Context: an optimization exercise on an open-source flow, tuned for small area, a short achievable clock period and few clock cycles per item. The choices shown serve that exercise and are no tape-out recipe.
At most, simulation tests tie the RTL to the original design; equivalence was not proved.
Power figures rest on the tool's default switching activity, not on a simulated workload.

Setup of run 1:
==> flow/design.v <==
module dd_cell (
        input  logic [3:0] s,
        output logic       c,
        output logic [2:0] m
    );
	assign c    = s[3] | (s[2] & (s[1] | s[0]));
	assign m[2] = (s[2] & ~s[1] & ~s[0]) | (s[3] & s[0]);
	assign m[1] = (s[1] & (~s[2] | s[0])) | (s[3] & ~s[0]);
	assign m[0] = (~s[3] & ~s[2] & s[0]) | (s[2] & s[1] & ~s[0]) | (s[3] & ~s[0]);
endmodule
module dd_cell_top (
        input  logic [3:0] s,
        output logic [2:0] m
    );
	assign m[2] = (s[2] & ~s[1] & ~s[0]) | (s[3] & s[0]);
	assign m[1] = (s[1] & (~s[2] | s[0])) | (s[3] & ~s[0]);
	assign m[0] = (~s[3] & ~s[2] & s[0]) | (s[2] & s[1] & ~s[0]) | (s[3] & ~s[0]);
endmodule
module dd_cell_3 (
        input  logic [2:0] s,
        output logic       c,
        output logic [2:0] m
    );
	assign c    = s[2] & (s[1] | s[0]);
	assign m[2] = s[2] & ~s[1] & ~s[0];
	assign m[1] = s[1] & (~s[2] | s[0]);
	assign m[0] = (~s[2] & s[0]) | (s[2] & s[1] & ~s[0]);
endmodule
module acc_bit (
        input  logic a,       
        input  logic st,      
        input  logic hold,    
        input  logic busy,    
        output logic d
    );
	assign d = (a & hold) | (st & busy);
endmodule
module unsigned_to_bcd (
        input  logic clk,
        input  logic reset,           
        input  logic trigger,         
        input  logic [31:0] in,       
        output logic idle,            
        output logic [31:0] bcd       
    );
	localparam int K  = 4;                  
	localparam int L  = 4;                  
	localparam int NS = (32 - L) / K;       
	logic [31:0]   acc;
	logic [K-1:0]  chunk;
	logic [2:0]    cnt;             
	logic          idle_q;
	assign idle = idle_q;
	assign bcd  = acc;
	logic go, hold, busy;
	assign go   = trigger & idle_q;
	assign hold = idle_q & ~trigger;
	assign busy = ~idle_q;
	logic [3:0] s  [0:K][0:7];
	logic       cy [0:K-1][0:7];
	logic [2:0] mm [0:K-1][0:7];
	for (genvar d = 0; d < 8; d++) begin : g_in
		assign s[0][d] = acc[4*d +: 4];
	end
	for (genvar j = 0; j < K; j++) begin : g_step
		for (genvar d = 0; d < 8; d++) begin : g_dig
			if (d == 7) begin : g_top
				dd_cell_top u_cell (.s(s[j][d]), .m(mm[j][d]));
				assign cy[j][d] = 1'b0;    
			end else begin : g_cell
				dd_cell u_cell (.s(s[j][d]), .c(cy[j][d]), .m(mm[j][d]));
			end
			if (d == 0) begin : g_lsd
				assign s[j+1][d] = {mm[j][d], chunk[K-1-j]};
			end else begin : g_msd
				assign s[j+1][d] = {mm[j][d], cy[j][d-1]};
			end
		end
	end
	logic [31:0] st;
	for (genvar d = 0; d < 8; d++) begin : g_st
		assign st[4*d +: 4] = s[K][d];
	end
	logic       ld_c;
	logic [2:0] ld_m;
	dd_cell_3 u_load (.s(in[31:29]), .c(ld_c), .m(ld_m));
	logic [7:0] ld;
	assign ld = {3'b000, ld_c, ld_m, in[28]};
	logic [31:0] acc_d;
	for (genvar b = 0; b < 32; b++) begin : g_acc
		logic t;
		acc_bit u_bit (.a(acc[b]), .st(st[b]), .hold(hold), .busy(busy), .d(t));
		if (b < 8) begin : g_ld
			assign acc_d[b] = t | (go & ld[b]);
		end else begin : g_nold
			assign acc_d[b] = t;
		end
	end
	localparam logic [2:0] S_IDLE = 3'b001;
	logic [2:0] st_next;
	logic       last;
	assign st_next = {cnt[1:0], cnt[2] ^ cnt[1]};
	assign last    = (cnt == S_IDLE);
	logic [K-1:0] chunk_sel;
	always_comb begin
		case (cnt)
			3'b001:  chunk_sel = in[27:24];
			3'b010:  chunk_sel = in[23:20];
			3'b101:  chunk_sel = in[19:16];
			3'b011:  chunk_sel = in[15:12];
			3'b111:  chunk_sel = in[11:8];
			3'b110:  chunk_sel = in[7:4];
			default: chunk_sel = in[3:0];
		endcase
	end
	always_ff @(posedge clk) begin
		acc   <= acc_d;
		chunk <= chunk_sel;
		if (reset) begin
			idle_q <= 1'b1;
			cnt    <= S_IDLE;
		end else begin
			if (go)
				idle_q <= 1'b0;
			else if (busy && last)
				idle_q <= 1'b1;
			if (go || (busy && !last))
				cnt <= st_next;
		end
	end
endmodule
export LEC_CHECK = 0
export ABC_AREA = 1
export CAP_MARGIN = 20
export CORE_MARGIN = 2
export CORE_UTILIZATION = 40
export SETUP_SLACK_MARGIN = 2.9
export SLEW_MARGIN = 20
export SYNTH_HIERARCHICAL = 1
export SYNTH_MINIMUM_KEEP_SIZE = 0
create_clock -name core_clock -period 5.0 [get_ports {clk}]
standard.sh (not shown) runs the stock make flow with config.mk's settings and CLKGATE_MAP_FILE= SYNTH_SCRIPT=/design/flow/synth_recipe.tcl, a recipe that flattens the netlist after the stock synthesis.
==> flow/flow/run.sh <==
#!/bin/bash
# Standard ORFS layout, with plain buffers (instead of the default delay
# buffers) on the input and output ports.
export BUFFER_PORTS_ARGS="-buffer_cell sky130_fd_sc_hd__buf_1"
bash standard.sh > standard.log 2>&1
Testbench counts of run 1, summed over its fixed seeds: cycles 128,008, items 16,000.
The following lists how run 2 was set up differently from run 1:
--- a/flow/design.v
+++ b/flow/design.v
@@ -45,10 +45,12 @@
     );
 	localparam int K  = 4;                  
 	localparam int L  = 4;                  
 	localparam int NS = (32 - L) / K;       
+	localparam int R  = 2;                  
 	logic [31:0]   acc;
-	logic [K-1:0]  chunk;
+	logic [K-1:R]  chunk_q;         
+	logic [K-1:0]  chunk;           
 	logic [2:0]    cnt;             
 	logic          idle_q;
 	assign idle = idle_q;
 	assign bcd  = acc;
@@ -112,11 +114,24 @@
 			3'b110:  chunk_sel = in[7:4];
 			default: chunk_sel = in[3:0];
 		endcase
 	end
+	logic [K-1:0] chunk_cur;
+	always_comb begin
+		case (cnt)
+			3'b010:  chunk_cur = in[27:24];
+			3'b101:  chunk_cur = in[23:20];
+			3'b011:  chunk_cur = in[19:16];
+			3'b111:  chunk_cur = in[15:12];
+			3'b110:  chunk_cur = in[11:8];
+			3'b100:  chunk_cur = in[7:4];
+			default: chunk_cur = in[3:0];
+		endcase
+	end
+	assign chunk = {chunk_q, chunk_cur[R-1:0]};
 	always_ff @(posedge clk) begin
-		acc   <= acc_d;
-		chunk <= chunk_sel;
+		acc     <= acc_d;
+		chunk_q <= chunk_sel[K-1:R];
 		if (reset) begin
 			idle_q <= 1'b1;
 			cnt    <= S_IDLE;
 		end else begin
Findings:
- Run 2: part of the cycle the worst path needs 0.31 points above run 1
- The higher slack of the worst reg-to-reg path of run 1 and run 2 is in run 1.
- Comparing run 1 and run 2, the lower via count is on run 1.
- Summary of run 2 over run 1: global-route usage went down by 0.78 points, proportion of power drawn by the clock network went down by 4.3 points.
- [run 2 vs run 1] global routing usage on met2: lower in run 2
- Y dimension of the die, run 1 and run 2: larger value in run 1
- Diff run 1 -> run 2 | peak supply drop | up by a little under 10%
- In the metrics for run 1 and run 2, the one carrying the higher non-clock buffer count is run 1.
- Run 2: share of final layout cell area taken by clock buffers and inverters 0.70 points below run 1
- Comparing run 1 and run 2, achievable frequency is higher on run 1.
No functional check of the RTL was part of run 2.

---

## xenon
// unsigned_to_bcd: RTL as listed in full above, without the edits since
Settings: LEC_CHECK=0, ABC_AREA=1, CAP_MARGIN=20, CORE_MARGIN=2, CORE_UTILIZATION=40, SETUP_SLACK_MARGIN=2.9, SLEW_MARGIN=20, SYNTH_HIERARCHICAL=1, SYNTH_MINIMUM_KEEP_SIZE=0; clock period 5.0 ns.
==> flow/flow/run.sh <==
#!/bin/bash
# Standard ORFS layout, with plain buffers (instead of the default delay
# buffers) on the input and output ports.
export BUFFER_PORTS_ARGS="-buffer_cell sky130_fd_sc_hd__buf_2"
bash standard.sh > standard.log 2>&1
Testbench counts of xenon, summed over its fixed seeds: cycles 128,008, items 16,000.
## Diff of input files: fjord against xenon
--- a/flow/design.v
+++ b/flow/design.v
@@ -4,30 +4,12 @@
         output logic [2:0] m
     );
 	assign c    = s[3] | (s[2] & (s[1] | s[0]));
 	assign m[2] = (s[2] & ~s[1] & ~s[0]) | (s[3] & s[0]);
 	assign m[1] = (s[1] & (~s[2] | s[0])) | (s[3] & ~s[0]);
 	assign m[0] = (~s[3] & ~s[2] & s[0]) | (s[2] & s[1] & ~s[0]) | (s[3] & ~s[0]);
-endmodule
-module dd_cell_top (
-        input  logic [3:0] s,
-        output logic [2:0] m
-    );
-	assign m[2] = (s[2] & ~s[1] & ~s[0]) | (s[3] & s[0]);
-	assign m[1] = (s[1] & (~s[2] | s[0])) | (s[3] & ~s[0]);
-	assign m[0] = (~s[3] & ~s[2] & s[0]) | (s[2] & s[1] & ~s[0]) | (s[3] & ~s[0]);
-endmodule
-module dd_cell_3 (
-        input  logic [2:0] s,
-        output logic       c,
-        output logic [2:0] m
-    );
-	assign c    = s[2] & (s[1] | s[0]);
-	assign m[2] = s[2] & ~s[1] & ~s[0];
-	assign m[1] = s[1] & (~s[2] | s[0]);
-	assign m[0] = (~s[2] & s[0]) | (s[2] & s[1] & ~s[0]);
 endmodule
 module acc_bit (
         input  logic a,       
         input  logic st,      
         input  logic hold,    
         input  logic busy,    
@@ -61,18 +43,13 @@
 	logic [2:0] mm [0:K-1][0:7];
 	for (genvar d = 0; d < 8; d++) begin : g_in
 		assign s[0][d] = acc[4*d +: 4];
 	end
 	for (genvar j = 0; j < K; j++) begin : g_step
 		for (genvar d = 0; d < 8; d++) begin : g_dig
-			if (d == 7) begin : g_top
-				dd_cell_top u_cell (.s(s[j][d]), .m(mm[j][d]));
-				assign cy[j][d] = 1'b0;    
-			end else begin : g_cell
-				dd_cell u_cell (.s(s[j][d]), .c(cy[j][d]), .m(mm[j][d]));
-			end
+			dd_cell u_cell (.s(s[j][d]), .c(cy[j][d]), .m(mm[j][d]));
 			if (d == 0) begin : g_lsd
 				assign s[j+1][d] = {mm[j][d], chunk[K-1-j]};
 			end else begin : g_msd
 				assign s[j+1][d] = {mm[j][d], cy[j][d-1]};
 			end
 		end
@@ -80,13 +57,13 @@
 	logic [31:0] st;
 	for (genvar d = 0; d < 8; d++) begin : g_st
 		assign st[4*d +: 4] = s[K][d];
 	end
 	logic       ld_c;
 	logic [2:0] ld_m;
-	dd_cell_3 u_load (.s(in[31:29]), .c(ld_c), .m(ld_m));
+	dd_cell u_load (.s({1'b0, in[31:29]}), .c(ld_c), .m(ld_m));
 	logic [7:0] ld;
 	assign ld = {3'b000, ld_c, ld_m, in[28]};
 	logic [31:0] acc_d;
 	for (genvar b = 0; b < 32; b++) begin : g_acc
 		logic t;
 		acc_bit u_bit (.a(acc[b]), .st(st[b]), .hold(hold), .busy(busy), .d(t));
## What came out
- fjord finished all stages; the layout is clean.
- Per the comparison of fjord with xenon, area fraction of clock buffers and clock inverters saw little to no change, proportion of layout cells with a drive suffix above 1 moved down, fraction of area in multi-input gates higher, sequential share of layout area did not really move.
- fjord vs. xenon: wire length closely matched the old numbers, maximum vdd drop went down about 10%.
- Row met3 usage in global routing: fjord lower / xenon higher
- fjord vs xenon: worst setup slack down
- Relative to xenon, vias per cell increased by about 0.5% in fjord.
- fjord vs xenon on post-route clock period utilization: fjord is the higher one.
Testbench counts of fjord, summed over its fixed seeds: cycles 128,008, items 16,000.

==> afterwards: timing with drivers on the ports <==
How much do the figures lean on ideal ports? The routed layouts below were timed once more, with nothing changed but the port constraints.
Step 1 assumes that a clkbuf_16 drives the clock port and a buf_2 every other input.
Step 2 also shifts input and output timing later by t, the mid clock arrival at the registers, as if the neighbouring blocks saw the same clock.
a / b / c = ideal / step 1 / step 2; a / b = the first two.
| run | shift t [ns] | setup slack, ns | hold slack, ns | worst setup path after step 2 | clock arrival spread, ns |
|---|---|---|---|---|---|
| run 1 | 0.321 | 3.061 / 3.029 / 3.080 | 0.494 / 0.494 / 0.494 | input to register | 0.004 / 0.004 |
| run 2 | 0.315 | 3.046 / 3.020 / 2.741 | 0.499 / 0.499 / 0.499 | input to register | 0.011 / 0.010 |
| xenon | 0.314 | 3.089 / 3.061 / 3.018 | 0.491 / 0.491 / 0.491 | input to register | 0.004 / 0.004 |
| fjord | 0.314 | 3.070 / 3.042 / 3.105 | 0.491 / 0.491 / 0.491 | register to register | 0.007 / 0.008 |
After both steps setup and hold are still met in every run listed. For run 2, which loses most, drivers alone change the setup slack by -0.026 ns; drivers and shift together by -0.305 ns.
